This is an optimization exercise on Yosys and OpenROAD, whose aim is small area, a short achievable clock period and few clock cycles per item, not a production implementation. The RTL was checked by simulation tests, not by an equivalence proof against the original design. Power figures rest on the tool's default switching activity, not on a simulated workload.

==> design.v <==
module converter (clk, rst, number_in, valid_in, conv_type, select, reverse, number_out, valid_out);
input clk, rst;
input reverse;
input valid_in;
input [31:0] number_in;
input [1:0]  conv_type;
input [2:0]  select;
output [31:0] number_out;
output valid_out;
wire [5:0] set_in = {conv_type, select, reverse};
reg [31:0] factor_in;
always @* begin
  case (set_in)
    6'b00_000_0: factor_in = 32'h41cb3333; 6'b00_000_1: factor_in = 32'h3d214270;
    6'b00_001_0: factor_in = 32'h40228f5c; 6'b00_001_1: factor_in = 32'h3ec9930c;
    6'b00_010_0: factor_in = 32'h3cd013a9; 6'b00_010_1: factor_in = 32'h421d7afb;
    6'b00_011_0: factor_in = 32'h3e9c0ebf; 6'b00_011_1: factor_in = 32'h4051f944;
    6'b00_100_0: factor_in = 32'h399fcd90; 6'b00_100_1: factor_in = 32'h454d0d70;
    6'b00_101_0: factor_in = 32'h3f6a161e; 6'b00_101_1: factor_in = 32'h3f8bfb83;
    6'b00_110_0: factor_in = 32'h3a6fb458; 6'b00_110_1: factor_in = 32'h4488b3a0;
    6'b00_111_0: factor_in = 32'h3fcdfd8b; 6'b00_111_1: factor_in = 32'h3f1f1349;
    6'b01_000_0: factor_in = 32'h46dd7c00; 6'b01_000_1: factor_in = 32'h3813f27b;
    6'b01_001_0: factor_in = 32'h41e2cccd; 6'b01_001_1: factor_in = 32'h3d107acc;
    6'b01_010_0: factor_in = 32'h43e2cccd; 6'b01_010_1: factor_in = 32'h3b107ab7;
    6'b01_011_0: factor_in = 32'h3ee83e42; 6'b01_011_1: factor_in = 32'h400d17ee;
    6'b01_100_0: factor_in = 32'h40cb35a8; 6'b01_100_1: factor_in = 32'h3e214091;
    6'b01_101_0: factor_in = 32'h424b353f; 6'b01_101_1: factor_in = 32'h3ca140c2;
    6'b01_110_0: factor_in = 32'h4462cccd; 6'b01_110_1: factor_in = 32'h3a907ab7;
    6'b01_111_0: factor_in = 32'h3f683e42; 6'b01_111_1: factor_in = 32'h3f8d17ee;
    6'b10_000_0: factor_in = 32'h41831893; 6'b10_000_1: factor_in = 32'h3d79f341;
    6'b10_001_0: factor_in = 32'h3ce7ff58; 6'b10_001_1: factor_in = 32'h420d3e31;
    6'b10_010_0: factor_in = 32'h41ec978d; 6'b10_010_1: factor_in = 32'h3d0a7f80;
    6'b10_011_0: factor_in = 32'h3cf2452c; 6'b10_011_1: factor_in = 32'h42074102;
    6'b10_100_0: factor_in = 32'h43ec999a; 6'b10_100_1: factor_in = 32'h3b0a7eca;
    6'b10_101_0: factor_in = 32'h3ef24745; 6'b10_101_1: factor_in = 32'h40073fd5;
    6'b10_110_0: factor_in = 32'h407243fe; 6'b10_110_1: factor_in = 32'h3e8741a8;
    6'b10_111_0: factor_in = 32'h3b781479; 6'b10_111_1: factor_in = 32'h43841621;
    default: factor_in = set_in[0] ? 32'h3fe66666 : 32'h3f0e38e4;  
  endcase
end
reg [30:0] factor;
reg        temp, fc2, c2f;
always @(posedge clk) begin
  factor <= factor_in[30:0];
  temp   <= conv_type == 2'b11;
  fc2    <= (conv_type == 2'b11) & ~reverse;   
  c2f    <= (conv_type == 2'b11) &  reverse;   
end
reg  [35:0] t_r;                               
wire [31:0] add_y;
fp_add_post u_post (.st(t_r), .y(add_y));
wire [31:0] a = fc2 ? add_y : number_in;      
wire [47:0] ra, rb;
sigmul u_mul (.x({1'b1, a[22:0]}), .c({1'b1, factor[22:0]}), .ra(ra), .rb(rb));
wire [24:0] lo = {1'b0, ra[23:0]} + {1'b0, rb[23:0]};
reg [23:0] m_ra, m_rb;
reg        m_c, m_s, m_p;
reg [7:0]  m_e, m_ecf;
wire       p47_cf = {1'b1, a[22:0]} >= 24'h8e38e4;
reg        v1, v2;
always @(posedge clk) begin
  v1   <= valid_in & ~rst;
  v2   <= v1 & ~rst;
  m_ra <= ra[47:24];
  m_rb <= rb[47:24];
  m_c  <= lo[24];
  m_s  <= a[31];
  m_e  <= a[30:23] + factor[30:23] - 8'd127;
  m_p  <= p47_cf;
  m_ecf <= a[30:23] + factor[30:23] - 8'd127 + {7'd0, p47_cf};
end
wire [23:0] P = m_ra + m_rb + {23'd0, m_c};
wire [31:0] mul_y = {m_s, m_e + {7'd0, P[23]}, P[23] ? P[22:0] : {P[21:0], 1'b0}};
wire [31:0] cf_y  = {m_s, m_ecf, m_p ? P[22:0] : {P[21:0], 1'b0}};   
wire [35:0] add_st;
fp_add_pre u_add (.a(c2f ? cf_y : number_in), .sb(~c2f), .st(add_st));
always @(posedge clk) t_r <= add_st;
assign number_out = c2f ? add_y : mul_y;
assign valid_out  = temp ? v2 : v1;
endmodule   
module sigmul(x, c, ra, rb);
input  [23:0] x;
input  [23:0] c;
output [47:0] ra, rb;
wire [26:0] cc = {2'b00, c, 1'b0};
wire [11:0] neg, one, two;
assign neg[0] = cc[2] & ~(cc[1] & cc[0]);
assign one[0] = cc[1] ^ cc[0];
assign two[0] = (cc[2] & ~cc[1] & ~cc[0]) | (~cc[2] & cc[1] & cc[0]);
wire [24:0] xn0 = {1'b0, x} ^ {25{neg[0]}};
wire [24:0] pp0 = ({25{one[0]}} & xn0) | ({25{two[0]}} & {xn0[23:0], neg[0]});
assign neg[1] = cc[4] & ~(cc[3] & cc[2]);
assign one[1] = cc[3] ^ cc[2];
assign two[1] = (cc[4] & ~cc[3] & ~cc[2]) | (~cc[4] & cc[3] & cc[2]);
wire [24:0] xn1 = {1'b0, x} ^ {25{neg[1]}};
wire [24:0] pp1 = ({25{one[1]}} & xn1) | ({25{two[1]}} & {xn1[23:0], neg[1]});
assign neg[2] = cc[6] & ~(cc[5] & cc[4]);
assign one[2] = cc[5] ^ cc[4];
assign two[2] = (cc[6] & ~cc[5] & ~cc[4]) | (~cc[6] & cc[5] & cc[4]);
wire [24:0] xn2 = {1'b0, x} ^ {25{neg[2]}};
wire [24:0] pp2 = ({25{one[2]}} & xn2) | ({25{two[2]}} & {xn2[23:0], neg[2]});
assign neg[3] = cc[8] & ~(cc[7] & cc[6]);
assign one[3] = cc[7] ^ cc[6];
assign two[3] = (cc[8] & ~cc[7] & ~cc[6]) | (~cc[8] & cc[7] & cc[6]);
wire [24:0] xn3 = {1'b0, x} ^ {25{neg[3]}};
wire [24:0] pp3 = ({25{one[3]}} & xn3) | ({25{two[3]}} & {xn3[23:0], neg[3]});
assign neg[4] = cc[10] & ~(cc[9] & cc[8]);
assign one[4] = cc[9] ^ cc[8];
assign two[4] = (cc[10] & ~cc[9] & ~cc[8]) | (~cc[10] & cc[9] & cc[8]);
wire [24:0] xn4 = {1'b0, x} ^ {25{neg[4]}};
wire [24:0] pp4 = ({25{one[4]}} & xn4) | ({25{two[4]}} & {xn4[23:0], neg[4]});
assign neg[5] = cc[12] & ~(cc[11] & cc[10]);
assign one[5] = cc[11] ^ cc[10];
assign two[5] = (cc[12] & ~cc[11] & ~cc[10]) | (~cc[12] & cc[11] & cc[10]);
wire [24:0] xn5 = {1'b0, x} ^ {25{neg[5]}};
wire [24:0] pp5 = ({25{one[5]}} & xn5) | ({25{two[5]}} & {xn5[23:0], neg[5]});
assign neg[6] = cc[14] & ~(cc[13] & cc[12]);
assign one[6] = cc[13] ^ cc[12];
assign two[6] = (cc[14] & ~cc[13] & ~cc[12]) | (~cc[14] & cc[13] & cc[12]);
wire [24:0] xn6 = {1'b0, x} ^ {25{neg[6]}};
wire [24:0] pp6 = ({25{one[6]}} & xn6) | ({25{two[6]}} & {xn6[23:0], neg[6]});
assign neg[7] = cc[16] & ~(cc[15] & cc[14]);
assign one[7] = cc[15] ^ cc[14];
assign two[7] = (cc[16] & ~cc[15] & ~cc[14]) | (~cc[16] & cc[15] & cc[14]);
wire [24:0] xn7 = {1'b0, x} ^ {25{neg[7]}};
wire [24:0] pp7 = ({25{one[7]}} & xn7) | ({25{two[7]}} & {xn7[23:0], neg[7]});
assign neg[8] = cc[18] & ~(cc[17] & cc[16]);
assign one[8] = cc[17] ^ cc[16];
assign two[8] = (cc[18] & ~cc[17] & ~cc[16]) | (~cc[18] & cc[17] & cc[16]);
wire [24:0] xn8 = {1'b0, x} ^ {25{neg[8]}};
wire [24:0] pp8 = ({25{one[8]}} & xn8) | ({25{two[8]}} & {xn8[23:0], neg[8]});
assign neg[9] = cc[20] & ~(cc[19] & cc[18]);
assign one[9] = cc[19] ^ cc[18];
assign two[9] = (cc[20] & ~cc[19] & ~cc[18]) | (~cc[20] & cc[19] & cc[18]);
wire [24:0] xn9 = {1'b0, x} ^ {25{neg[9]}};
wire [24:0] pp9 = ({25{one[9]}} & xn9) | ({25{two[9]}} & {xn9[23:0], neg[9]});
assign neg[10] = cc[22] & ~(cc[21] & cc[20]);
assign one[10] = cc[21] ^ cc[20];
assign two[10] = (cc[22] & ~cc[21] & ~cc[20]) | (~cc[22] & cc[21] & cc[20]);
wire [24:0] xn10 = {1'b0, x} ^ {25{neg[10]}};
wire [24:0] pp10 = ({25{one[10]}} & xn10) | ({25{two[10]}} & {xn10[23:0], neg[10]});
assign neg[11] = cc[24] & ~(cc[23] & cc[22]);
assign one[11] = cc[23] ^ cc[22];
assign two[11] = (cc[24] & ~cc[23] & ~cc[22]) | (~cc[24] & cc[23] & cc[22]);
wire [24:0] xn11 = {1'b0, x} ^ {25{neg[11]}};
wire [24:0] pp11 = ({25{one[11]}} & xn11) | ({25{two[11]}} & {xn11[23:0], neg[11]});
wire [47:0] hneg = {neg[11], 1'b0, neg[10], 1'b0, neg[9], 1'b0, neg[8], 1'b0, neg[7], 1'b0, neg[6], 1'b0, neg[5], 1'b0, neg[4], 1'b0, neg[3], 1'b0, neg[2], 1'b0, neg[1], 1'b0, neg[0], 25'd0};
wire [47:0] kc = -hneg;
wire s1, c2;
ha u_s1 (.a(pp0[16]), .b(pp1[14]), .s(s1), .co(c2));
wire s3, c4;
ha u_s3 (.a(pp0[17]), .b(pp1[15]), .s(s3), .co(c4));
wire s5, c6;
fa u_s5 (.a(pp0[18]), .b(pp1[16]), .c(pp2[14]), .s(s5), .co(c6));
wire s7, c8;
ha u_s7 (.a(pp3[12]), .b(pp4[10]), .s(s7), .co(c8));
wire s9, c10;
fa u_s9 (.a(pp0[19]), .b(pp1[17]), .c(pp2[15]), .s(s9), .co(c10));
wire s11, c12;
ha u_s11 (.a(pp3[13]), .b(pp4[11]), .s(s11), .co(c12));
wire s13, c14;
fa u_s13 (.a(pp0[20]), .b(pp1[18]), .c(pp2[16]), .s(s13), .co(c14));
wire s15, c16;
fa u_s15 (.a(pp3[14]), .b(pp4[12]), .c(pp5[10]), .s(s15), .co(c16));
wire s17, c18;
ha u_s17 (.a(pp6[8]), .b(pp7[6]), .s(s17), .co(c18));
wire s19, c20;
fa u_s19 (.a(pp0[21]), .b(pp1[19]), .c(pp2[17]), .s(s19), .co(c20));
wire s21, c22;
fa u_s21 (.a(pp3[15]), .b(pp4[13]), .c(pp5[11]), .s(s21), .co(c22));
wire s23, c24;
ha u_s23 (.a(pp6[9]), .b(pp7[7]), .s(s23), .co(c24));
wire s25, c26;
fa u_s25 (.a(pp0[22]), .b(pp1[20]), .c(pp2[18]), .s(s25), .co(c26));
wire s27, c28;
fa u_s27 (.a(pp3[16]), .b(pp4[14]), .c(pp5[12]), .s(s27), .co(c28));
wire s29, c30;
fa u_s29 (.a(pp6[10]), .b(pp7[8]), .c(pp8[6]), .s(s29), .co(c30));
wire s31, c32;
ha u_s31 (.a(pp9[4]), .b(pp10[2]), .s(s31), .co(c32));
wire s33, c34;
fa u_s33 (.a(pp0[23]), .b(pp1[21]), .c(pp2[19]), .s(s33), .co(c34));
wire s35, c36;
fa u_s35 (.a(pp3[17]), .b(pp4[15]), .c(pp5[13]), .s(s35), .co(c36));
wire s37, c38;
fa u_s37 (.a(pp6[11]), .b(pp7[9]), .c(pp8[7]), .s(s37), .co(c38));
wire s39, c40;
ha u_s39 (.a(pp9[5]), .b(pp10[3]), .s(s39), .co(c40));
wire s41, c42;
fa u_s41 (.a(pp0[24]), .b(pp1[22]), .c(pp2[20]), .s(s41), .co(c42));
wire s43, c44;
fa u_s43 (.a(pp3[18]), .b(pp4[16]), .c(pp5[14]), .s(s43), .co(c44));
wire s45, c46;
fa u_s45 (.a(pp6[12]), .b(pp7[10]), .c(pp8[8]), .s(s45), .co(c46));
wire s47, c48;
fa u_s47 (.a(pp9[6]), .b(pp10[4]), .c(pp11[2]), .s(s47), .co(c48));
wire s49, c50;
fa u_s49 (.a(pp1[23]), .b(pp2[21]), .c(pp3[19]), .s(s49), .co(c50));
wire s51, c52;
fa u_s51 (.a(pp4[17]), .b(pp5[15]), .c(pp6[13]), .s(s51), .co(c52));
wire s53, c54;
fa u_s53 (.a(pp7[11]), .b(pp8[9]), .c(pp9[7]), .s(s53), .co(c54));
wire s55, c56;
fa u_s55 (.a(pp10[5]), .b(pp11[3]), .c(x[1]), .s(s55), .co(c56));
wire s57, c58;
fa u_s57 (.a(pp1[24]), .b(pp2[22]), .c(pp3[20]), .s(s57), .co(c58));
wire s59, c60;
fa u_s59 (.a(pp4[18]), .b(pp5[16]), .c(pp6[14]), .s(s59), .co(c60));
wire s61, c62;
fa u_s61 (.a(pp7[12]), .b(pp8[10]), .c(pp9[8]), .s(s61), .co(c62));
wire s63, c64;
fa u_s63 (.a(pp10[6]), .b(pp11[4]), .c(x[2]), .s(s63), .co(c64));
wire s65, c66;
fa u_s65 (.a(pp2[23]), .b(pp3[21]), .c(pp4[19]), .s(s65), .co(c66));
wire s67, c68;
fa u_s67 (.a(pp5[17]), .b(pp6[15]), .c(pp7[13]), .s(s67), .co(c68));
wire s69, c70;
fa u_s69 (.a(pp8[11]), .b(pp9[9]), .c(pp10[7]), .s(s69), .co(c70));
wire s71, c72;
ha u_s71 (.a(pp11[5]), .b(x[3]), .s(s71), .co(c72));
wire s73, c74;
fa u_s73 (.a(pp2[24]), .b(pp3[22]), .c(pp4[20]), .s(s73), .co(c74));
wire s75, c76;
fa u_s75 (.a(pp5[18]), .b(pp6[16]), .c(pp7[14]), .s(s75), .co(c76));
wire s77, c78;
fa u_s77 (.a(pp8[12]), .b(pp9[10]), .c(pp10[8]), .s(s77), .co(c78));
wire s79, c80;
ha u_s79 (.a(pp11[6]), .b(x[4]), .s(s79), .co(c80));
wire s81, c82;
fa u_s81 (.a(pp3[23]), .b(pp4[21]), .c(pp5[19]), .s(s81), .co(c82));
wire s83, c84;
fa u_s83 (.a(pp6[17]), .b(pp7[15]), .c(pp8[13]), .s(s83), .co(c84));
wire s85, c86;
fa u_s85 (.a(pp9[11]), .b(pp10[9]), .c(pp11[7]), .s(s85), .co(c86));
wire s87, c88;
fa u_s87 (.a(pp3[24]), .b(pp4[22]), .c(pp5[20]), .s(s87), .co(c88));
wire s89, c90;
fa u_s89 (.a(pp6[18]), .b(pp7[16]), .c(pp8[14]), .s(s89), .co(c90));
wire s91, c92;
ha u_s91 (.a(pp9[12]), .b(pp10[10]), .s(s91), .co(c92));
wire s93, c94;
fa u_s93 (.a(pp4[23]), .b(pp5[21]), .c(pp6[19]), .s(s93), .co(c94));
wire s95, c96;
fa u_s95 (.a(pp7[17]), .b(pp8[15]), .c(pp9[13]), .s(s95), .co(c96));
wire s97, c98;
fa u_s97 (.a(pp4[24]), .b(pp5[22]), .c(pp6[20]), .s(s97), .co(c98));
wire s99, c100;
ha u_s99 (.a(pp7[18]), .b(pp8[16]), .s(s99), .co(c100));
wire s101, c102;
fa u_s101 (.a(pp5[23]), .b(pp6[21]), .c(pp7[19]), .s(s101), .co(c102));
wire s103, c104;
ha u_s103 (.a(pp5[24]), .b(pp6[22]), .s(s103), .co(c104));
wire s105, c106;
ha u_s105 (.a(pp0[10]), .b(pp1[8]), .s(s105), .co(c106));
wire s107, c108;
ha u_s107 (.a(pp0[11]), .b(pp1[9]), .s(s107), .co(c108));
wire s109, c110;
fa u_s109 (.a(pp0[12]), .b(pp1[10]), .c(pp2[8]), .s(s109), .co(c110));
wire s111, c112;
ha u_s111 (.a(pp3[6]), .b(pp4[4]), .s(s111), .co(c112));
wire s113, c114;
fa u_s113 (.a(pp0[13]), .b(pp1[11]), .c(pp2[9]), .s(s113), .co(c114));
wire s115, c116;
ha u_s115 (.a(pp3[7]), .b(pp4[5]), .s(s115), .co(c116));
wire s117, c118;
fa u_s117 (.a(pp0[14]), .b(pp1[12]), .c(pp2[10]), .s(s117), .co(c118));
wire s119, c120;
fa u_s119 (.a(pp3[8]), .b(pp4[6]), .c(pp5[4]), .s(s119), .co(c120));
wire s121, c122;
ha u_s121 (.a(pp6[2]), .b(pp7[0]), .s(s121), .co(c122));
wire s123, c124;
fa u_s123 (.a(pp0[15]), .b(pp1[13]), .c(pp2[11]), .s(s123), .co(c124));
wire s125, c126;
fa u_s125 (.a(pp3[9]), .b(pp4[7]), .c(pp5[5]), .s(s125), .co(c126));
wire s127, c128;
ha u_s127 (.a(pp6[3]), .b(pp7[1]), .s(s127), .co(c128));
wire s129, c130;
fa u_s129 (.a(pp2[12]), .b(pp3[10]), .c(pp4[8]), .s(s129), .co(c130));
wire s131, c132;
fa u_s131 (.a(pp5[6]), .b(pp6[4]), .c(pp7[2]), .s(s131), .co(c132));
wire s133, c134;
fa u_s133 (.a(pp8[0]), .b(neg[8]), .c(s1), .s(s133), .co(c134));
wire s135, c136;
fa u_s135 (.a(pp2[13]), .b(pp3[11]), .c(pp4[9]), .s(s135), .co(c136));
wire s137, c138;
fa u_s137 (.a(pp5[7]), .b(pp6[5]), .c(pp7[3]), .s(s137), .co(c138));
wire s139, c140;
fa u_s139 (.a(pp8[1]), .b(c2), .c(s3), .s(s139), .co(c140));
wire s141, c142;
fa u_s141 (.a(pp5[8]), .b(pp6[6]), .c(pp7[4]), .s(s141), .co(c142));
wire s143, c144;
fa u_s143 (.a(pp8[2]), .b(pp9[0]), .c(neg[9]), .s(s143), .co(c144));
wire s145, c146;
fa u_s145 (.a(c4), .b(s5), .c(s7), .s(s145), .co(c146));
wire s147, c148;
fa u_s147 (.a(pp5[9]), .b(pp6[7]), .c(pp7[5]), .s(s147), .co(c148));
wire s149, c150;
fa u_s149 (.a(pp8[3]), .b(pp9[1]), .c(c6), .s(s149), .co(c150));
wire s151, c152;
fa u_s151 (.a(c8), .b(s9), .c(s11), .s(s151), .co(c152));
wire s153, c154;
fa u_s153 (.a(pp8[4]), .b(pp9[2]), .c(pp10[0]), .s(s153), .co(c154));
wire s155, c156;
fa u_s155 (.a(neg[10]), .b(c10), .c(c12), .s(s155), .co(c156));
wire s157, c158;
fa u_s157 (.a(s13), .b(s15), .c(s17), .s(s157), .co(c158));
wire s159, c160;
fa u_s159 (.a(pp8[5]), .b(pp9[3]), .c(pp10[1]), .s(s159), .co(c160));
wire s161, c162;
fa u_s161 (.a(c14), .b(c16), .c(c18), .s(s161), .co(c162));
wire s163, c164;
fa u_s163 (.a(s19), .b(s21), .c(s23), .s(s163), .co(c164));
wire s165, c166;
fa u_s165 (.a(pp11[0]), .b(neg[11]), .c(c20), .s(s165), .co(c166));
wire s167, c168;
fa u_s167 (.a(c22), .b(c24), .c(s25), .s(s167), .co(c168));
wire s169, c170;
fa u_s169 (.a(s27), .b(s29), .c(s31), .s(s169), .co(c170));
wire s171, c172;
fa u_s171 (.a(pp11[1]), .b(c26), .c(c28), .s(s171), .co(c172));
wire s173, c174;
fa u_s173 (.a(c30), .b(c32), .c(s33), .s(s173), .co(c174));
wire s175, c176;
fa u_s175 (.a(s35), .b(s37), .c(s39), .s(s175), .co(c176));
wire s177, c178;
fa u_s177 (.a(x[0]), .b(c34), .c(c36), .s(s177), .co(c178));
wire s179, c180;
fa u_s179 (.a(c38), .b(c40), .c(s41), .s(s179), .co(c180));
wire s181, c182;
fa u_s181 (.a(s43), .b(s45), .c(s47), .s(s181), .co(c182));
wire s183, c184;
fa u_s183 (.a(kc[25]), .b(c42), .c(c44), .s(s183), .co(c184));
wire s185, c186;
fa u_s185 (.a(c46), .b(c48), .c(s49), .s(s185), .co(c186));
wire s187, c188;
fa u_s187 (.a(s51), .b(s53), .c(s55), .s(s187), .co(c188));
wire s189, c190;
fa u_s189 (.a(kc[26]), .b(c50), .c(c52), .s(s189), .co(c190));
wire s191, c192;
fa u_s191 (.a(c54), .b(c56), .c(s57), .s(s191), .co(c192));
wire s193, c194;
fa u_s193 (.a(s59), .b(s61), .c(s63), .s(s193), .co(c194));
wire s195, c196;
fa u_s195 (.a(kc[27]), .b(c58), .c(c60), .s(s195), .co(c196));
wire s197, c198;
fa u_s197 (.a(c62), .b(c64), .c(s65), .s(s197), .co(c198));
wire s199, c200;
fa u_s199 (.a(s67), .b(s69), .c(s71), .s(s199), .co(c200));
wire s201, c202;
fa u_s201 (.a(kc[28]), .b(c66), .c(c68), .s(s201), .co(c202));
wire s203, c204;
fa u_s203 (.a(c70), .b(c72), .c(s73), .s(s203), .co(c204));
wire s205, c206;
fa u_s205 (.a(s75), .b(s77), .c(s79), .s(s205), .co(c206));
wire s207, c208;
fa u_s207 (.a(x[5]), .b(kc[29]), .c(c74), .s(s207), .co(c208));
wire s209, c210;
fa u_s209 (.a(c76), .b(c78), .c(c80), .s(s209), .co(c210));
wire s211, c212;
fa u_s211 (.a(s81), .b(s83), .c(s85), .s(s211), .co(c212));
wire s213, c214;
fa u_s213 (.a(pp11[8]), .b(x[6]), .c(kc[30]), .s(s213), .co(c214));
wire s215, c216;
fa u_s215 (.a(c82), .b(c84), .c(c86), .s(s215), .co(c216));
wire s217, c218;
fa u_s217 (.a(s87), .b(s89), .c(s91), .s(s217), .co(c218));
wire s219, c220;
fa u_s219 (.a(pp10[11]), .b(pp11[9]), .c(x[7]), .s(s219), .co(c220));
wire s221, c222;
fa u_s221 (.a(kc[31]), .b(c88), .c(c90), .s(s221), .co(c222));
wire s223, c224;
fa u_s223 (.a(c92), .b(s93), .c(s95), .s(s223), .co(c224));
wire s225, c226;
fa u_s225 (.a(pp9[14]), .b(pp10[12]), .c(pp11[10]), .s(s225), .co(c226));
wire s227, c228;
fa u_s227 (.a(x[8]), .b(kc[32]), .c(c94), .s(s227), .co(c228));
wire s229, c230;
fa u_s229 (.a(c96), .b(s97), .c(s99), .s(s229), .co(c230));
wire s231, c232;
fa u_s231 (.a(pp8[17]), .b(pp9[15]), .c(pp10[13]), .s(s231), .co(c232));
wire s233, c234;
fa u_s233 (.a(pp11[11]), .b(x[9]), .c(kc[33]), .s(s233), .co(c234));
wire s235, c236;
fa u_s235 (.a(c98), .b(c100), .c(s101), .s(s235), .co(c236));
wire s237, c238;
fa u_s237 (.a(pp7[20]), .b(pp8[18]), .c(pp9[16]), .s(s237), .co(c238));
wire s239, c240;
fa u_s239 (.a(pp10[14]), .b(pp11[12]), .c(x[10]), .s(s239), .co(c240));
wire s241, c242;
fa u_s241 (.a(kc[34]), .b(c102), .c(s103), .s(s241), .co(c242));
wire s243, c244;
fa u_s243 (.a(pp6[23]), .b(pp7[21]), .c(pp8[19]), .s(s243), .co(c244));
wire s245, c246;
fa u_s245 (.a(pp9[17]), .b(pp10[15]), .c(pp11[13]), .s(s245), .co(c246));
wire s247, c248;
fa u_s247 (.a(x[11]), .b(kc[35]), .c(c104), .s(s247), .co(c248));
wire s249, c250;
fa u_s249 (.a(pp6[24]), .b(pp7[22]), .c(pp8[20]), .s(s249), .co(c250));
wire s251, c252;
fa u_s251 (.a(pp9[18]), .b(pp10[16]), .c(pp11[14]), .s(s251), .co(c252));
wire s253, c254;
ha u_s253 (.a(x[12]), .b(kc[36]), .s(s253), .co(c254));
wire s255, c256;
fa u_s255 (.a(pp7[23]), .b(pp8[21]), .c(pp9[19]), .s(s255), .co(c256));
wire s257, c258;
fa u_s257 (.a(pp10[17]), .b(pp11[15]), .c(x[13]), .s(s257), .co(c258));
wire s259, c260;
fa u_s259 (.a(pp7[24]), .b(pp8[22]), .c(pp9[20]), .s(s259), .co(c260));
wire s261, c262;
ha u_s261 (.a(pp10[18]), .b(pp11[16]), .s(s261), .co(c262));
wire s263, c264;
fa u_s263 (.a(pp8[23]), .b(pp9[21]), .c(pp10[19]), .s(s263), .co(c264));
wire s265, c266;
ha u_s265 (.a(pp8[24]), .b(pp9[22]), .s(s265), .co(c266));
wire s267, c268;
ha u_s267 (.a(pp0[6]), .b(pp1[4]), .s(s267), .co(c268));
wire s269, c270;
ha u_s269 (.a(pp0[7]), .b(pp1[5]), .s(s269), .co(c270));
wire s271, c272;
fa u_s271 (.a(pp0[8]), .b(pp1[6]), .c(pp2[4]), .s(s271), .co(c272));
wire s273, c274;
ha u_s273 (.a(pp3[2]), .b(pp4[0]), .s(s273), .co(c274));
wire s275, c276;
fa u_s275 (.a(pp0[9]), .b(pp1[7]), .c(pp2[5]), .s(s275), .co(c276));
wire s277, c278;
ha u_s277 (.a(pp3[3]), .b(pp4[1]), .s(s277), .co(c278));
wire s279, c280;
fa u_s279 (.a(pp2[6]), .b(pp3[4]), .c(pp4[2]), .s(s279), .co(c280));
wire s281, c282;
fa u_s281 (.a(pp5[0]), .b(neg[5]), .c(s105), .s(s281), .co(c282));
wire s283, c284;
fa u_s283 (.a(pp2[7]), .b(pp3[5]), .c(pp4[3]), .s(s283), .co(c284));
wire s285, c286;
fa u_s285 (.a(pp5[1]), .b(c106), .c(s107), .s(s285), .co(c286));
wire s287, c288;
fa u_s287 (.a(pp5[2]), .b(pp6[0]), .c(neg[6]), .s(s287), .co(c288));
wire s289, c290;
fa u_s289 (.a(c108), .b(s109), .c(s111), .s(s289), .co(c290));
wire s291, c292;
fa u_s291 (.a(pp5[3]), .b(pp6[1]), .c(c110), .s(s291), .co(c292));
wire s293, c294;
fa u_s293 (.a(c112), .b(s113), .c(s115), .s(s293), .co(c294));
wire s295, c296;
fa u_s295 (.a(neg[7]), .b(c114), .c(c116), .s(s295), .co(c296));
wire s297, c298;
fa u_s297 (.a(s117), .b(s119), .c(s121), .s(s297), .co(c298));
wire s299, c300;
fa u_s299 (.a(c118), .b(c120), .c(c122), .s(s299), .co(c300));
wire s301, c302;
fa u_s301 (.a(s123), .b(s125), .c(s127), .s(s301), .co(c302));
wire s303, c304;
fa u_s303 (.a(c124), .b(c126), .c(c128), .s(s303), .co(c304));
wire s305, c306;
fa u_s305 (.a(s129), .b(s131), .c(s133), .s(s305), .co(c306));
wire s307, c308;
fa u_s307 (.a(c130), .b(c132), .c(c134), .s(s307), .co(c308));
wire s309, c310;
fa u_s309 (.a(s135), .b(s137), .c(s139), .s(s309), .co(c310));
wire s311, c312;
fa u_s311 (.a(c136), .b(c138), .c(c140), .s(s311), .co(c312));
wire s313, c314;
fa u_s313 (.a(s141), .b(s143), .c(s145), .s(s313), .co(c314));
wire s315, c316;
fa u_s315 (.a(c142), .b(c144), .c(c146), .s(s315), .co(c316));
wire s317, c318;
fa u_s317 (.a(s147), .b(s149), .c(s151), .s(s317), .co(c318));
wire s319, c320;
fa u_s319 (.a(c148), .b(c150), .c(c152), .s(s319), .co(c320));
wire s321, c322;
fa u_s321 (.a(s153), .b(s155), .c(s157), .s(s321), .co(c322));
wire s323, c324;
fa u_s323 (.a(c154), .b(c156), .c(c158), .s(s323), .co(c324));
wire s325, c326;
fa u_s325 (.a(s159), .b(s161), .c(s163), .s(s325), .co(c326));
wire s327, c328;
fa u_s327 (.a(c160), .b(c162), .c(c164), .s(s327), .co(c328));
wire s329, c330;
fa u_s329 (.a(s165), .b(s167), .c(s169), .s(s329), .co(c330));
wire s331, c332;
fa u_s331 (.a(c166), .b(c168), .c(c170), .s(s331), .co(c332));
wire s333, c334;
fa u_s333 (.a(s171), .b(s173), .c(s175), .s(s333), .co(c334));
wire s335, c336;
fa u_s335 (.a(c172), .b(c174), .c(c176), .s(s335), .co(c336));
wire s337, c338;
fa u_s337 (.a(s177), .b(s179), .c(s181), .s(s337), .co(c338));
wire s339, c340;
fa u_s339 (.a(c178), .b(c180), .c(c182), .s(s339), .co(c340));
wire s341, c342;
fa u_s341 (.a(s183), .b(s185), .c(s187), .s(s341), .co(c342));
wire s343, c344;
fa u_s343 (.a(c184), .b(c186), .c(c188), .s(s343), .co(c344));
wire s345, c346;
fa u_s345 (.a(s189), .b(s191), .c(s193), .s(s345), .co(c346));
wire s347, c348;
fa u_s347 (.a(c190), .b(c192), .c(c194), .s(s347), .co(c348));
wire s349, c350;
fa u_s349 (.a(s195), .b(s197), .c(s199), .s(s349), .co(c350));
wire s351, c352;
fa u_s351 (.a(c196), .b(c198), .c(c200), .s(s351), .co(c352));
wire s353, c354;
fa u_s353 (.a(s201), .b(s203), .c(s205), .s(s353), .co(c354));
wire s355, c356;
fa u_s355 (.a(c202), .b(c204), .c(c206), .s(s355), .co(c356));
wire s357, c358;
fa u_s357 (.a(s207), .b(s209), .c(s211), .s(s357), .co(c358));
wire s359, c360;
fa u_s359 (.a(c208), .b(c210), .c(c212), .s(s359), .co(c360));
wire s361, c362;
fa u_s361 (.a(s213), .b(s215), .c(s217), .s(s361), .co(c362));
wire s363, c364;
fa u_s363 (.a(c214), .b(c216), .c(c218), .s(s363), .co(c364));
wire s365, c366;
fa u_s365 (.a(s219), .b(s221), .c(s223), .s(s365), .co(c366));
wire s367, c368;
fa u_s367 (.a(c220), .b(c222), .c(c224), .s(s367), .co(c368));
wire s369, c370;
fa u_s369 (.a(s225), .b(s227), .c(s229), .s(s369), .co(c370));
wire s371, c372;
fa u_s371 (.a(c226), .b(c228), .c(c230), .s(s371), .co(c372));
wire s373, c374;
fa u_s373 (.a(s231), .b(s233), .c(s235), .s(s373), .co(c374));
wire s375, c376;
fa u_s375 (.a(c232), .b(c234), .c(c236), .s(s375), .co(c376));
wire s377, c378;
fa u_s377 (.a(s237), .b(s239), .c(s241), .s(s377), .co(c378));
wire s379, c380;
fa u_s379 (.a(c238), .b(c240), .c(c242), .s(s379), .co(c380));
wire s381, c382;
fa u_s381 (.a(s243), .b(s245), .c(s247), .s(s381), .co(c382));
wire s383, c384;
fa u_s383 (.a(c244), .b(c246), .c(c248), .s(s383), .co(c384));
wire s385, c386;
fa u_s385 (.a(s249), .b(s251), .c(s253), .s(s385), .co(c386));
wire s387, c388;
fa u_s387 (.a(kc[37]), .b(c250), .c(c252), .s(s387), .co(c388));
wire s389, c390;
fa u_s389 (.a(c254), .b(s255), .c(s257), .s(s389), .co(c390));
wire s391, c392;
fa u_s391 (.a(x[14]), .b(kc[38]), .c(c256), .s(s391), .co(c392));
wire s393, c394;
fa u_s393 (.a(c258), .b(s259), .c(s261), .s(s393), .co(c394));
wire s395, c396;
fa u_s395 (.a(pp11[17]), .b(x[15]), .c(kc[39]), .s(s395), .co(c396));
wire s397, c398;
fa u_s397 (.a(c260), .b(c262), .c(s263), .s(s397), .co(c398));
wire s399, c400;
fa u_s399 (.a(pp10[20]), .b(pp11[18]), .c(x[16]), .s(s399), .co(c400));
wire s401, c402;
fa u_s401 (.a(kc[40]), .b(c264), .c(s265), .s(s401), .co(c402));
wire s403, c404;
fa u_s403 (.a(pp9[23]), .b(pp10[21]), .c(pp11[19]), .s(s403), .co(c404));
wire s405, c406;
fa u_s405 (.a(x[17]), .b(kc[41]), .c(c266), .s(s405), .co(c406));
wire s407, c408;
fa u_s407 (.a(pp9[24]), .b(pp10[22]), .c(pp11[20]), .s(s407), .co(c408));
wire s409, c410;
ha u_s409 (.a(x[18]), .b(kc[42]), .s(s409), .co(c410));
wire s411, c412;
fa u_s411 (.a(pp10[23]), .b(pp11[21]), .c(x[19]), .s(s411), .co(c412));
wire s413, c414;
ha u_s413 (.a(pp10[24]), .b(pp11[22]), .s(s413), .co(c414));
wire s415, c416;
ha u_s415 (.a(pp0[4]), .b(pp1[2]), .s(s415), .co(c416));
wire s417, c418;
ha u_s417 (.a(pp0[5]), .b(pp1[3]), .s(s417), .co(c418));
wire s419, c420;
fa u_s419 (.a(pp2[2]), .b(pp3[0]), .c(neg[3]), .s(s419), .co(c420));
wire s421, c422;
fa u_s421 (.a(pp2[3]), .b(pp3[1]), .c(c268), .s(s421), .co(c422));
wire s423, c424;
fa u_s423 (.a(neg[4]), .b(c270), .c(s271), .s(s423), .co(c424));
wire s425, c426;
fa u_s425 (.a(c272), .b(c274), .c(s275), .s(s425), .co(c426));
wire s427, c428;
fa u_s427 (.a(c276), .b(c278), .c(s279), .s(s427), .co(c428));
wire s429, c430;
fa u_s429 (.a(c280), .b(c282), .c(s283), .s(s429), .co(c430));
wire s431, c432;
fa u_s431 (.a(c284), .b(c286), .c(s287), .s(s431), .co(c432));
wire s433, c434;
fa u_s433 (.a(c288), .b(c290), .c(s291), .s(s433), .co(c434));
wire s435, c436;
fa u_s435 (.a(c292), .b(c294), .c(s295), .s(s435), .co(c436));
wire s437, c438;
fa u_s437 (.a(c296), .b(c298), .c(s299), .s(s437), .co(c438));
wire s439, c440;
fa u_s439 (.a(c300), .b(c302), .c(s303), .s(s439), .co(c440));
wire s441, c442;
fa u_s441 (.a(c304), .b(c306), .c(s307), .s(s441), .co(c442));
wire s443, c444;
fa u_s443 (.a(c308), .b(c310), .c(s311), .s(s443), .co(c444));
wire s445, c446;
fa u_s445 (.a(c312), .b(c314), .c(s315), .s(s445), .co(c446));
wire s447, c448;
fa u_s447 (.a(c316), .b(c318), .c(s319), .s(s447), .co(c448));
wire s449, c450;
fa u_s449 (.a(c320), .b(c322), .c(s323), .s(s449), .co(c450));
wire s451, c452;
fa u_s451 (.a(c324), .b(c326), .c(s327), .s(s451), .co(c452));
wire s453, c454;
fa u_s453 (.a(c328), .b(c330), .c(s331), .s(s453), .co(c454));
wire s455, c456;
fa u_s455 (.a(c332), .b(c334), .c(s335), .s(s455), .co(c456));
wire s457, c458;
fa u_s457 (.a(c336), .b(c338), .c(s339), .s(s457), .co(c458));
wire s459, c460;
fa u_s459 (.a(c340), .b(c342), .c(s343), .s(s459), .co(c460));
wire s461, c462;
fa u_s461 (.a(c344), .b(c346), .c(s347), .s(s461), .co(c462));
wire s463, c464;
fa u_s463 (.a(c348), .b(c350), .c(s351), .s(s463), .co(c464));
wire s465, c466;
fa u_s465 (.a(c352), .b(c354), .c(s355), .s(s465), .co(c466));
wire s467, c468;
fa u_s467 (.a(c356), .b(c358), .c(s359), .s(s467), .co(c468));
wire s469, c470;
fa u_s469 (.a(c360), .b(c362), .c(s363), .s(s469), .co(c470));
wire s471, c472;
fa u_s471 (.a(c364), .b(c366), .c(s367), .s(s471), .co(c472));
wire s473, c474;
fa u_s473 (.a(c368), .b(c370), .c(s371), .s(s473), .co(c474));
wire s475, c476;
fa u_s475 (.a(c372), .b(c374), .c(s375), .s(s475), .co(c476));
wire s477, c478;
fa u_s477 (.a(c376), .b(c378), .c(s379), .s(s477), .co(c478));
wire s479, c480;
fa u_s479 (.a(c380), .b(c382), .c(s383), .s(s479), .co(c480));
wire s481, c482;
fa u_s481 (.a(c384), .b(c386), .c(s387), .s(s481), .co(c482));
wire s483, c484;
fa u_s483 (.a(c388), .b(c390), .c(s391), .s(s483), .co(c484));
wire s485, c486;
fa u_s485 (.a(c392), .b(c394), .c(s395), .s(s485), .co(c486));
wire s487, c488;
fa u_s487 (.a(c396), .b(c398), .c(s399), .s(s487), .co(c488));
wire s489, c490;
fa u_s489 (.a(c400), .b(c402), .c(s403), .s(s489), .co(c490));
wire s491, c492;
fa u_s491 (.a(c404), .b(c406), .c(s407), .s(s491), .co(c492));
wire s493, c494;
fa u_s493 (.a(kc[43]), .b(c408), .c(c410), .s(s493), .co(c494));
wire s495, c496;
fa u_s495 (.a(x[20]), .b(kc[44]), .c(c412), .s(s495), .co(c496));
wire s497, c498;
fa u_s497 (.a(pp11[23]), .b(x[21]), .c(kc[45]), .s(s497), .co(c498));
wire s499, c500;
ha u_s499 (.a(pp11[24]), .b(x[22]), .s(s499), .co(c500));
wire s501, c502;
ha u_s501 (.a(pp0[2]), .b(pp1[0]), .s(s501), .co(c502));
wire s503, c504;
ha u_s503 (.a(pp0[3]), .b(pp1[1]), .s(s503), .co(c504));
wire s505, c506;
fa u_s505 (.a(pp2[0]), .b(neg[2]), .c(s415), .s(s505), .co(c506));
wire s507, c508;
fa u_s507 (.a(pp2[1]), .b(c416), .c(s417), .s(s507), .co(c508));
wire s509, c510;
fa u_s509 (.a(s267), .b(c418), .c(s419), .s(s509), .co(c510));
wire s511, c512;
fa u_s511 (.a(s269), .b(c420), .c(s421), .s(s511), .co(c512));
wire s513, c514;
fa u_s513 (.a(s273), .b(c422), .c(s423), .s(s513), .co(c514));
wire s515, c516;
fa u_s515 (.a(s277), .b(c424), .c(s425), .s(s515), .co(c516));
wire s517, c518;
fa u_s517 (.a(s281), .b(c426), .c(s427), .s(s517), .co(c518));
wire s519, c520;
fa u_s519 (.a(s285), .b(c428), .c(s429), .s(s519), .co(c520));
wire s521, c522;
fa u_s521 (.a(s289), .b(c430), .c(s431), .s(s521), .co(c522));
wire s523, c524;
fa u_s523 (.a(s293), .b(c432), .c(s433), .s(s523), .co(c524));
wire s525, c526;
fa u_s525 (.a(s297), .b(c434), .c(s435), .s(s525), .co(c526));
wire s527, c528;
fa u_s527 (.a(s301), .b(c436), .c(s437), .s(s527), .co(c528));
wire s529, c530;
fa u_s529 (.a(s305), .b(c438), .c(s439), .s(s529), .co(c530));
wire s531, c532;
fa u_s531 (.a(s309), .b(c440), .c(s441), .s(s531), .co(c532));
wire s533, c534;
fa u_s533 (.a(s313), .b(c442), .c(s443), .s(s533), .co(c534));
wire s535, c536;
fa u_s535 (.a(s317), .b(c444), .c(s445), .s(s535), .co(c536));
wire s537, c538;
fa u_s537 (.a(s321), .b(c446), .c(s447), .s(s537), .co(c538));
wire s539, c540;
fa u_s539 (.a(s325), .b(c448), .c(s449), .s(s539), .co(c540));
wire s541, c542;
fa u_s541 (.a(s329), .b(c450), .c(s451), .s(s541), .co(c542));
wire s543, c544;
fa u_s543 (.a(s333), .b(c452), .c(s453), .s(s543), .co(c544));
wire s545, c546;
fa u_s545 (.a(s337), .b(c454), .c(s455), .s(s545), .co(c546));
wire s547, c548;
fa u_s547 (.a(s341), .b(c456), .c(s457), .s(s547), .co(c548));
wire s549, c550;
fa u_s549 (.a(s345), .b(c458), .c(s459), .s(s549), .co(c550));
wire s551, c552;
fa u_s551 (.a(s349), .b(c460), .c(s461), .s(s551), .co(c552));
wire s553, c554;
fa u_s553 (.a(s353), .b(c462), .c(s463), .s(s553), .co(c554));
wire s555, c556;
fa u_s555 (.a(s357), .b(c464), .c(s465), .s(s555), .co(c556));
wire s557, c558;
fa u_s557 (.a(s361), .b(c466), .c(s467), .s(s557), .co(c558));
wire s559, c560;
fa u_s559 (.a(s365), .b(c468), .c(s469), .s(s559), .co(c560));
wire s561, c562;
fa u_s561 (.a(s369), .b(c470), .c(s471), .s(s561), .co(c562));
wire s563, c564;
fa u_s563 (.a(s373), .b(c472), .c(s473), .s(s563), .co(c564));
wire s565, c566;
fa u_s565 (.a(s377), .b(c474), .c(s475), .s(s565), .co(c566));
wire s567, c568;
fa u_s567 (.a(s381), .b(c476), .c(s477), .s(s567), .co(c568));
wire s569, c570;
fa u_s569 (.a(s385), .b(c478), .c(s479), .s(s569), .co(c570));
wire s571, c572;
fa u_s571 (.a(s389), .b(c480), .c(s481), .s(s571), .co(c572));
wire s573, c574;
fa u_s573 (.a(s393), .b(c482), .c(s483), .s(s573), .co(c574));
wire s575, c576;
fa u_s575 (.a(s397), .b(c484), .c(s485), .s(s575), .co(c576));
wire s577, c578;
fa u_s577 (.a(s401), .b(c486), .c(s487), .s(s577), .co(c578));
wire s579, c580;
fa u_s579 (.a(s405), .b(c488), .c(s489), .s(s579), .co(c580));
wire s581, c582;
fa u_s581 (.a(s409), .b(c490), .c(s491), .s(s581), .co(c582));
wire s583, c584;
fa u_s583 (.a(s411), .b(c492), .c(s493), .s(s583), .co(c584));
wire s585, c586;
fa u_s585 (.a(s413), .b(c494), .c(s495), .s(s585), .co(c586));
wire s587, c588;
fa u_s587 (.a(c414), .b(c496), .c(s497), .s(s587), .co(c588));
wire s589, c590;
fa u_s589 (.a(kc[46]), .b(c498), .c(s499), .s(s589), .co(c590));
wire s591, c592;
fa u_s591 (.a(x[23]), .b(kc[47]), .c(c500), .s(s591), .co(c592));
assign ra = {c590, c588, c586, c584, c582, c580, c578, c576, c574, c572, c570, c568, c566, c564, c562, c560, c558, c556, c554, c552, c550, c548, c546, c544, c542, c540, c538, c536, c534, c532, c530, c528, c526, c524, c522, c520, c518, c516, c514, c512, c510, c508, c506, c504, c502, neg[1], pp0[1], pp0[0]};
assign rb = {s591, s589, s587, s585, s583, s581, s579, s577, s575, s573, s571, s569, s567, s565, s563, s561, s559, s557, s555, s553, s551, s549, s547, s545, s543, s541, s539, s537, s535, s533, s531, s529, s527, s525, s523, s521, s519, s517, s515, s513, s511, s509, s507, s505, s503, s501, 1'b0, neg[0]};
endmodule
module fa(a, b, c, s, co);
input a, b, c;
output s, co;
assign s = a ^ b ^ c;
assign co = (a & b) | (a & c) | (b & c);
endmodule
module ha(a, b, s, co);
input a, b;
output s, co;
assign s = a ^ b;
assign co = a & b;
endmodule
module fp_add_pre(a, sb, st);
input  [31:0] a;
input         sb;
output [35:0] st;
wire        sa  = a[31];
wire [7:0]  fe  = a[30:23];
wire [22:0] fr  = a[22:0];
wire [23:0] ma  = {1'b1, fr};
wire        sub = sa ^ sb;
function ge8;                                
input [7:0] v;
input [7:0] k;
integer j;
reg eqp, r;
begin
  eqp = 1'b1;
  r   = 1'b0;
  for (j = 7; j >= 0; j = j - 1) begin
    r   = r | (eqp & v[j] & ~k[j]);
    eqp = eqp & ~(v[j] ^ k[j]);
  end
  ge8 = r | eqp;
end
endfunction
wire        big   = ge8(fe, 8'd132);
wire        eq    = fe == 8'd132;
wire        one_below = fe == 8'd131;
wire        killb = ge8(fe, 8'd156);         
wire        killa = ~ge8(fe, 8'd109);        
reg  [4:0]  ds;                              
always @* begin
  case (fe[4:0])
    5'd0: ds = 5'd4;
    5'd1: ds = 5'd3;
    5'd2: ds = 5'd2;
    5'd3: ds = 5'd1;
    5'd4: ds = 5'd0;
    5'd5: ds = 5'd31;
    5'd6: ds = 5'd30;
    5'd7: ds = 5'd29;
    5'd8: ds = 5'd28;
    5'd9: ds = 5'd27;
    5'd10: ds = 5'd26;
    5'd11: ds = 5'd25;
    5'd12: ds = 5'd24;
    5'd13: ds = 5'd23;
    5'd14: ds = 5'd22;
    5'd15: ds = 5'd21;
    5'd16: ds = 5'd20;
    5'd17: ds = 5'd19;
    5'd18: ds = 5'd18;
    5'd19: ds = 5'd17;
    5'd20: ds = 5'd16;
    5'd21: ds = 5'd15;
    5'd22: ds = 5'd14;
    5'd23: ds = 5'd13;
    5'd24: ds = 5'd12;
    5'd25: ds = 5'd11;
    5'd26: ds = 5'd10;
    5'd27: ds = 5'd9;
    5'd28: ds = 5'd8;
    5'd29: ds = 5'd7;
    5'd30: ds = 5'd6;
    5'd31: ds = 5'd5;
  endcase
end
reg  [23:0] mb, ms;
integer i;
always @* begin
  for (i = 0; i < 24; i = i + 1) begin
    mb[i] = ge8(fe, 8'd155 - i[7:0]) & ~killb;
    ms[i] = ge8(fe, 8'd132 - i[7:0]);
  end
end
reg  [23:0] cb, wo;
integer s;
always @* begin
  cb = {(ma[22:0] ^ {23{sub}}) | ~mb[22:0], 1'b1};
  wo = {ma[22:0] & ms[22:0], 1'b0};
  for (s = 1; s < 24; s = s * 2) begin
    cb = cb & (cb << s | ((24'd1 << s) - 24'd1));
    wo = wo | (wo << s);
  end
end
wire [23:0] tb   = ma ^ (mb & cb);
wire        ovn  = cb[23] & ~killb;          
wire [1:0]  c_big = ovn ? (sub ? 2'd1 : 2'd2) : 2'd0;
wire [7:0]  f_big = ovn ? (sub ? fe - 8'd1 : fe + 8'd1) : fe;
wire [23:0] zn = ma ^ wo;                    
wire [23:0] z  = sub ? zn : ma;
wire [24:0] zs = $signed({sub, z}) >>> ds;
wire [23:0] ts = killa ? 24'd0 : zs[23:0];
wire [1:0]  c_small = sub ? 2'd1 : 2'd0;
wire [7:0]  f_small = (sub & ~killa) ? 8'd131 : 8'd132;
wire [21:0] negv = zn[22:1];
wire        vz   = ~|fr[22:1];
wire [22:0] N    = eq ? fr : {vz, negv};
wire [31:0] Np   = {N, 1'b1, 8'd0};
reg  [15:0] v1, c1;
reg  [7:0]  v2; reg [15:0] c2;
reg  [3:0]  v3; reg [11:0] c3;
reg  [1:0]  v4; reg [7:0]  c4;
reg  [4:0]  lz;
integer g;
always @* begin
  for (g = 0; g < 16; g = g + 1) begin
    v1[g] = Np[2*g+1] | Np[2*g];
    c1[g] = ~Np[2*g+1];
  end
  for (g = 0; g < 8; g = g + 1) begin
    v2[g] = v1[2*g+1] | v1[2*g];
    c2[2*g+:2] = v1[2*g+1] ? {1'b0, c1[2*g+1]} : {1'b1, c1[2*g]};
  end
  for (g = 0; g < 4; g = g + 1) begin
    v3[g] = v2[2*g+1] | v2[2*g];
    c3[3*g+:3] = v2[2*g+1] ? {1'b0, c2[2*(2*g+1)+:2]} : {1'b1, c2[2*(2*g)+:2]};
  end
  for (g = 0; g < 2; g = g + 1) begin
    v4[g] = v3[2*g+1] | v3[2*g];
    c4[4*g+:4] = v3[2*g+1] ? {1'b0, c3[3*(2*g+1)+:3]} : {1'b1, c3[3*(2*g)+:3]};
  end
  lz = v4[1] ? {1'b0, c4[7:4]} : {1'b1, c4[3:0]};
end
wire        near = sub & (eq | one_below);
wire        sgn  = (sub & ~big) ? sb : sa;
assign st = near ? {sgn, 1'b1, 1'b0, N, 2'd0, 3'd0, lz}
          : big  ? {sgn, 1'b0, tb, c_big, f_big}
          :        {sgn, 1'b0, ts, c_small, f_small};
endmodule
module fp_add_post(st, y);
input  [35:0] st;
output [31:0] y;
wire        sgn  = st[35];
wire        near = st[34];
wire [23:0] v    = st[33:10];
wire [1:0]  code = st[9:8];
wire [7:0]  f    = st[7:0];
wire [4:0]  lz   = f[4:0];
wire [22:0] N    = v[22:0];
wire [22:0] n4 = lz[4] ? {N[6:0], 16'd0} : N;
wire [22:0] n3 = lz[3] ? {n4[14:0], 8'd0} : n4;
wire [22:0] n2 = lz[2] ? {n3[18:0], 4'd0} : n3;
wire [22:0] n1s = lz[1] ? {n2[20:0], 2'd0} : n2;
wire [22:0] n0 = lz[0] ? {n1s[21:0], 1'b0} : n1s;
wire        nzero  = lz == 5'd23;
wire [22:0] m_near = {n0[21:0], 1'b0};
wire [7:0]  f_near = nzero ? 8'd1 : 8'd131 - {3'd0, lz};
wire [22:0] m_far = code[0] ? {v[21:0], 1'b0} : code[1] ? v[23:1] : v[22:0];
assign y = near ? {sgn, f_near, m_near} : {sgn, f, m_far};
endmodule
==> flow/run.sh <==
#!/bin/bash
# The standard layout (the standard.sh: ORFS synthesis through finish, unchanged),
# except that the input and output ports are buffered with buf_2 cells, which the
# timing repair can size, rather than the delay buffers buffer_ports picks by default.
set -euo pipefail
export BUFFER_PORTS_ARGS="-buffer_cell sky130_fd_sc_hd__buf_2"
bash standard.sh > standard.log 2>&1
==> standard.sh <==
#!/bin/bash
# synth_recipe.tcl (not shown) runs the flow's synth.tcl, then flattens the netlist and writes it again
# the make line also repeats each setting of config.mk as NAME=value (left out here)
make -C /OpenROAD-flow-scripts/flow DESIGN_CONFIG=/design/flow/config.mk WORK_HOME=/design/flow/orfs CLKGATE_MAP_FILE= SYNTH_SCRIPT=/design/flow/synth_recipe.tcl "${@:-finish}"
==> config.mk <==
export PLATFORM = sky130hd
export DESIGN_NAME = converter
export DESIGN_NICKNAME = converter
export VERILOG_FILES = /design/flow/design.v
export SDC_FILE = /design/flow/constraint.sdc
export NUM_CORES = 4
export LEC_CHECK = 0
export CAP_MARGIN = 20
export CORE_MARGIN = 4
export CORE_UTILIZATION = 60
export PLACE_DENSITY = 0.7
export SETUP_SLACK_MARGIN = 3.75
export SLEW_MARGIN = 20
export SYNTH_HIERARCHICAL = 1
==> constraint.sdc <==
create_clock -name core_clock -period 10.0 [get_ports {clk}]
set_input_delay 2.0000 -clock core_clock [delete_from_list [all_inputs] [get_ports {clk}]]
set_output_delay 2.0000 -clock core_clock [all_outputs]
set_load 0.01 [all_outputs]
==> metrics.yaml, run 1 <==
worst_setup_path:
  crit_required_ns: 10.38
  path_class: "reg -> reg"
  crit_slowest_cell: "fa_1"
  cp_num_buf_inv: 2
  cpPeakStageDelay_ns: 0.53
  path_common_cell: "fa_1"
  crit_arrival_ns: 6.66
  path_cells: "buf_4, clkinv_1, or3_1, a31oi_1, mux2_4, xnor2_1, o22ai_1, fa_1, fa_1, fa_1, fa_1, ha_1, nand4_1, nor2_1, o21ai_0, a21oi_1, o2111ai_1, a31oi_1"
  cp_max_fo: 28
  startpoint_type: "flop"
  crit_start: "t_r[0]"
  cp-end-kind: "flop"
  r2r-start: "t_r[0]"
  cp_top_family: "adder cells"
floorplan:
  start_util_pct: 60.8
  die_y_um: 228
  fp.dieW_um: 228
  dieArea_sq_um: 51900
  core_area_sq_um: 47700
  rows: 80
  io_pins: 74
placement:
  post_dp_cell_area_sq_um: 28600
  place.gp.congestion: 1.04
  numPortBuffers: 73
  dp.cells: 3935
  dpl_worst_slack_ns: 3.31
  place_hpwl_um: 84500
synth:
  synth_seq_area_share_pct: 9.45
  synth_xor_area_share_pct: 11.7
  synth_area_leaders: "fa_1, xnor2_1, dfxtp_1"
  yosys_register_bits: 137
  synth_top_area_cell: "fa_1"
  synthAdderAreaFrac_pct: 23.5
  yosysWarningCount: 8
  synthMuxAreaShare_pct: 6.18
  synth.distinct_cells: 115
  synth-edff-count: 0
  ys_async_sr_fraction_pct: 0
  netlist_area_sq_um: 29000
  synth_top_family_by_area: "compound AO/OA/AOI/OAI gates"
  yosysTopAreaCellShare_pct: 18.4
  syn_inst: 3604
  syn_area_per_cell_sq_um: 8.05
  synth-simple-area-share_pct: 14.4
  yosys_most_used_dff: "dfxtp_1"
  synth_compound_gate_area_share_pct: 25.8
detailed_routing:
  vias: 29416
  drt_iter0_drc: 4702
  highest_layer: "met5"
  drt_wl_total_um: 112000
  first_pass_iters: 8
  drc: 0
  met3_length_um: 16100
  viasPerCell: 7.42
  dr_wl_met2_um: 45700
  wire_per_inst_um: 28.3
  drt-met1-wl_um: 45100
  ant_nets: 0
global_route:
  grt_usage_pct: 41.4
  antenna_found_initial: 8
  grt_max_degree: 82
  grt_pass1_wl_um: 170000
  grt_overflow: 0
  grt_pass1_vias: 27771
timing:
  worst_slew_pin_slew_ns: 0.980
  slew_headroom_pct: 34.6
  period_needed_ns: 6.27
  final_max_slew_viol_count: 0
  final_hold_viol_count: 0
  rsz0062_at_grt: "yes"
  skew_ns: 0.0233
  setup_viol: 0
  min_period_over_period_pct: 62.7
  postLayoutSetupSlackWorst_ns: 3.73
  whs_ns: 0.478
  setup-tns-final_ns: 0
  max_freq_ghz: 0.159
final_layout:
  postLayoutCellArea_sq_um: 29300
  fin_util_pct: 61.4
  finalNonFillerCells: 3967
  fill_cells: 4323
  drive_above_1_share_pct: 10.9
  area_delta_synth_final_pct: 1.09
  nets: 3764
  final_cell_mix: "xnor2_1, o22ai_1, fa_1"
  antenna_cells: 0
  layout_commonest_cell: "xnor2_1"
power:
  p_sw_mw: 6.91
  p_int_mw: 5.74
  seqPwrFrac_pct: 8.2
  p_comb_share_pct: 86.5
  leakagePower_nw: 11.1
  vdd_drop_max_mv: 0.858
  fin_total_pwr_mw: 12.7
  p_per_area_nw_per_um2: 432
  power_frac_clock_pct: 5.3
  p_sw_share_pct: 54.6
clocking:
  numCtsBuffers: 17
  ctsHoldBuffers: 0
  cts-root-buf: "clkbuf_16"
  cts_tree: "built"
  path_clk_slew_ns: 0.08
  htree_levels: 4
  clk_latency_ns: 0.46
  clock_path_buffers: 2
  clock_sinks: 137
flow_run:
  cap_violations: 0
hold_path:
  min_from: "v1"
  hold_path_class: "reg -> reg"
status:
  status: "no timing/DRC/antenna violations"
[Yosys cell counts (13+ instances only)]
| library cell | instances |
|---|---|
| xnor2_1 | 357 |
| o22ai_1 | 291 |
| fa_1 | 267 |
| nand2_1 | 264 |
| nor2_1 | 246 |
| a21oi_1 | 203 |
| o21ai_0 | 197 |
| clkbuf_1 | 194 |
| dfxtp_1 | 137 |
| buf_4 | 131 |
| nand3_1 | 120 |
| ha_1 | 117 |
| mux2i_1 | 79 |
| a31oi_1 | 73 |
| buf_2 | 70 |
| mux2_2 | 67 |
| inv_1 | 65 |
| nor3_1 | 57 |
| o211ai_1 | 47 |
| a21o_1 | 46 |
| buf_1 | 31 |
| xor2_1 | 31 |
| a211oi_1 | 30 |
| nand4_1 | 27 |
| o221ai_1 | 25 |
| and3_1 | 22 |
| nand2b_1 | 22 |
| nor2b_1 | 20 |
| o21a_1 | 19 |
| a221oi_1 | 18 |
| a22oi_1 | 15 |
| and2_1 | 15 |
| nor4_1 | 13 |
| o31ai_1 | 13 |
[modules after synthesis (local to each module, per instance)]
module | copies in the design | area [sq um] | flops+latches | cells inside
fp_add_pre | 1 | 6140 | 0 | 984
converter | 1 | 8490 | 137 | 1040
fp_add_post | 1 | 1940 | 0 | 265
sigmul | 1 | 6770 | 0 | 1019
ha | 33 | 12.5 | 0 | 1
fa | 263 | 20.0 | 0 | 1
[registers in the layout, summed over array words and instances, names as in the netlist]
register	cells
m_p	1
t_r	36
m_c	1
m_rb	24
m_s	1
temp	1
factor	29
c2f	1
v1	1
v2	1
fc2	1
m_ra	24
m_ecf	8
m_e	8
[final timing paths]
check,endpoint,slack [ns],cells after the start
worst max register to register,m_c,3.73,18
worst min register to register,v2,0.48,1
worst min-delay path,v2,0.48,1
worst max-delay path,m_c,3.73,18
[what timing repair did]
| item | 4_1_cts | 5_1_grt |
|---|---|---|
| resized for setup | 4 | 28 |
| buffers inserted | 0 | 0 |
| setup endpoints to repair | 2 | 23 |
| pin swaps | 0 | 1 |
| cloned | 0 | 0 |
[per-layer routing]
metal	vias up	global-route usage, %
met5	-	0
met4	8	15.6
met3	438	13.6
met2	2361	59.6
met1	14093	58.0
li1	12516	-
[power groups by stage]
stage                     Combinational [mW]  Sequential [mW]  Clock (mW)
after floorplan                         9.79            0.952           0
after global placement                  10.3             1.04           0
after detailed placement                10.5             1.04           0
after CTS                               10.6             1.03       0.670
after global routing                    11.9             1.06       0.693
final                                   10.9             1.04       0.671
[layout make-up]
type / count / area [sq um] / area share (%)
clock buffer: 18 / 439 / 1.50
clock inverter: 14 / 151 / 0.516
inverter: 79 / 302 / 1.03
multi-input combinational: 2956 / 24000 / 81.8
sequential: 137 / 2750 / 9.38
tap: 615 / 769 / 2.62
timing repair buffer: 148 / 928 / 3.17
[cell families (layout without fill, tap and decap cells)]
group           after synthesis  in the layout
xor+xnor                    388            388
mux                         157            157
flops                       137            137
simple gates                874            874
compound gates             1146           1146
buf+inv                     516            259
fa+ha+maj                   384            384
other cells                   2              7
Testbench counts, summed over its fixed seeds: cycles 3,804, items 2,503.
==> run 2: changes to the inputs <==
--- a/config.mk
+++ b/config.mk
@@ -9,6 +9,6 @@
 export CORE_MARGIN = 4
 export CORE_UTILIZATION = 60
 export PLACE_DENSITY = 0.7
-export SETUP_SLACK_MARGIN = 3.75
+export SETUP_SLACK_MARGIN = 4.0
 export SLEW_MARGIN = 20
 export SYNTH_HIERARCHICAL = 1
==> run 2 against run 1 <==
- non-clock buffer count grew 53
- combinational power is essentially flat
- highest routed layer unchanged
- critical endpoint is now t_r[23]
- largest cell class unchanged
- via count grew 0.90%
- synthesized cell count is the same
==> metrics.yaml, run 2 <==
status:
  status: "no timing/DRC/antenna violations"
timing:
  postLayoutSetupSlackWorst_ns: 3.98  # +0.257 ns
  worst_slew_pin_slew_ns: 1.14  # +0.159 ns
  min_period_over_period_pct: 60.2  # -2.6 points
  rsz0062_at_grt: "yes"
  setup-tns-final_ns: 0  # unchanged
  whs_ns: 0.464  # -0.0136 ns
  final_hold_viol_count: 0  # unchanged
  setup_viol: 0  # unchanged
  period_needed_ns: 6.02  # -0.257 ns
  slew_headroom_pct: 23.9  # -11 points
  max_freq_ghz: 0.166  # +4.3%
  final_max_slew_viol_count: 0  # unchanged
  skew_ns: 0.0334  # +0.0101 ns
detailed_routing:
  drc: 0  # unchanged
  drt_wl_total_um: 115000  # +2.5%
  ant_nets: 0  # unchanged
  wire_per_inst_um: 28.6  # +1.0%
  drt_iter0_drc: 4526  # -3.7%
  viasPerCell: 7.38  # -0.53%
  first_pass_iters: 7  # -1
  vias: 29682  # +0.90%
global_route:
  grt_use_met2_pct: 63.0  # +3.4 points
  grt_usage_pct: 42.2  # +0.72 points
  grt_pass1_vias: 28160  # +1.4%
  grt_pass1_wl_um: 172000  # +1.4%
  use_met1_pct: 54.5  # -3.6 points
  antenna_found_initial: 4  # -4
  use_met3_pct: 14.0  # +0.32 points
  grt_max_degree: 82  # unchanged
  grt_overflow: 0  # unchanged
  top_usage_layer: "met2"
worst_setup_path:
  startpoint_type: "input pin"
  cpPeakStageDelay_ns: 0.57  # +0.04 ns
  crit_arrival_ns: 6.35  # -0.31 ns
  path_cells: "buf_2, mux2_2, buf_4, inv_1, buf_4, ha_1, buf_4, inv_1, nand2_1, o22ai_1, a311oi_2, o221ai_1, o31a_1, a211o_1"
  cp_top_family: "buffers and inverters"
  crit_slowest_cell: "inv_1"
  cp-end-kind: "flop"
  crit_required_ns: 10.33  # -0.05 ns
  path_common_cell: "buf_4"
  crit_start: "number_in[23]"
  cp_max_fo: 40  # +43%
  path_class: "in -> reg"
  cp_num_buf_inv: 6  # +4
  r2r-start: "m_c"
clocking:
  cts_tree: "built"
  cts-root-buf: "clkbuf_16"
  clock_path_buffers: 2  # unchanged
  numCtsBuffers: 17  # unchanged
  path_clk_slew_ns: 0.06  # -0.02 ns
  htree_levels: 4  # unchanged
  clock_sinks: 137  # unchanged
  clk_latency_ns: 0.48  # +0.02 ns
  ctsHoldBuffers: 0  # unchanged
synth:
  yosysWarningCount: 8  # unchanged
  ys_async_sr_fraction_pct: 0  # unchanged
  yosysTopAreaCellShare_pct: 18.4  # unchanged
  syn_area_per_cell_sq_um: 8.05  # unchanged
  yosys_register_bits: 137  # unchanged
  synth_area_leaders: "fa_1, xnor2_1, dfxtp_1"
  yosysMostFrequentCell: "xnor2_1"
  syn_inst: 3604  # unchanged
  netlist_area_sq_um: 29000  # unchanged
  synth.distinct_cells: 115  # unchanged
  yosys-top-cells-count: "xnor2_1, o22ai_1, fa_1, nand2_1, nor2_1"
  synth-edff-count: 0  # unchanged
  yosys_most_used_dff: "dfxtp_1"
  synth_seq_area_share_pct: 9.45  # unchanged
  synth_top_area_cell: "fa_1"
placement:
  dpl_worst_slack_ns: 3.26  # -0.0498 ns
  dp.cells: 3933  # -0.051%
  post_dp_cell_area_sq_um: 28600  # about the same
  place.gp.congestion: 1.02  # -2.0%
  numPortBuffers: 73  # unchanged
  place_hpwl_um: 84900  # +0.52%
floorplan:
  core_area_sq_um: 47700  # unchanged
  die_y_um: 228  # unchanged
  dieArea_sq_um: 51900  # unchanged
  fp.dieW_um: 228  # unchanged
  rows: 80  # unchanged
  start_util_pct: 60.8  # unchanged
  io_pins: 74  # unchanged
final_layout:
  finalNonFillerCells: 4024  # +1.4%
  antenna_cells: 0  # unchanged
  fin_util_pct: 63.0  # +1.5 points
  regMostFlops: "t_r"
  largest_reg_flops: 36  # unchanged
  top_regs: "t_r (36), factor (29)"
  final_cell_mix: "xnor2_1, o22ai_1, nand2_1, fa_1, nor2_1"
  nets: 3821  # +1.5%
  layout_commonest_cell: "xnor2_1"
  drive_above_1_share_pct: 13.6  # +2.7 points
  postLayoutCellArea_sq_um: 30100  # +2.5%
  area_delta_synth_final_pct: 3.63
hold_path:
  hold_path_class: "reg -> reg"
  min_from: "v1"
power:
  fin_total_pwr_mw: 12.8  # +0.85%
  leakagePower_nw: 11.4  # +3.0%
  p_per_area_nw_per_um2: 425  # -1.6%
  vdd_drop_max_mv: 1.19  # +39%
flow_run:
  cap_violations: 0  # unchanged
==> run 2: cell counts after synthesis <==
No cell type changed its count.
==> run 2: path summary, 6_finish.rpt <==
path	endpoint	slack [ns]	cells past startpoint
max	t_r[23]	3.98	14
min reg2reg	v2	0.46	1
max reg2reg	t_r[23]	4.01	21
min	v2	0.46	1
==> run 2: repair_timing <==
| item | CTS | global route |
|---|---|---|
| resized for setup | 27 | 73 |
| setup buffers | 11 | 44 |
| cloned | 1 | 3 |
| pin swaps | 6 | 11 |
| setup endpoints to repair | 17 | 59 |
==> run 2: per-module statistics from Yosys (local to each module, per instance) <==
module / copies in the design / cells inside
fp_add_post: 1 / 265
ha: 33 / 1
converter: 1 / 1040
fp_add_pre: 1 / 984
sigmul: 1 / 1019
fa: 263 / 1
==> run 2: kinds of logic after synthesis <==
family,Yosys count,share of synthesized area (%)
xor gates and xnor gates,388,11.7
DFF,137,9.45
buffers and inverters,516,8.93
AOI/OAI and AO/OA,1146,25.8
adders and majority gates,384,23.5
other,2,0.0259
and+or+nand+nor,874,14.4
muxes,157,6.18
==> run 2: power by group <==
part	internal [mW]	switching [mW]
logic	4.66	6.42
clock network	0.354	0.281
registers	0.864	0.185
total	5.88	6.89
==> run 2: cell type report <==
cell class,instances,area (sq um)
multi-input combinational,2959,24300
fill,4211,17700
sequential,137,2760
timing repair buffer,201,1390
tap,615,769
clock buffer,19,443
inverter,79,305
clock inverter,13,134
timing repair inverter,1,5.00
==> run 2: routing by layer <==
layer,vias up,part of all wire [%]
li1,12648,-
met1,14150,37
met2,2360,42
met3,518,14
met4,6,6.3
met5,-,0.043

-- static timing again, ports no longer ideal --
No port has a modelled driver above. Below, the same layouts with a new extraction and two added sets of constraints.
Step 1 assumes that a clkbuf_16 drives the clock port and a buf_2 every other input.
Step 2 times the ports against the registers' clock, not the clock port: input delays grow and output delays shrink by t, the midpoint of the rising clock arrivals with the driver on.
Slacks: ideal ports / drivers / drivers and shift; pairs: ideal ports / drivers.
run | t (ns) | setup slack, ns | hold slack, ns | worst slew at a driven data input, ns
run 1 | 0.516 | 3.725 / 3.725 / 3.338 | 0.478 / 0.478 / 0.478 | 0.16
run 2 | 0.528 | 3.983 / 4.007 / 3.491 | 0.464 / 0.464 / 0.464 | 0.08
After both steps every run listed still meets setup and hold. The setup slack of run 2, which loses most, moves by +0.024 ns with the drivers and by -0.492 ns with both steps.
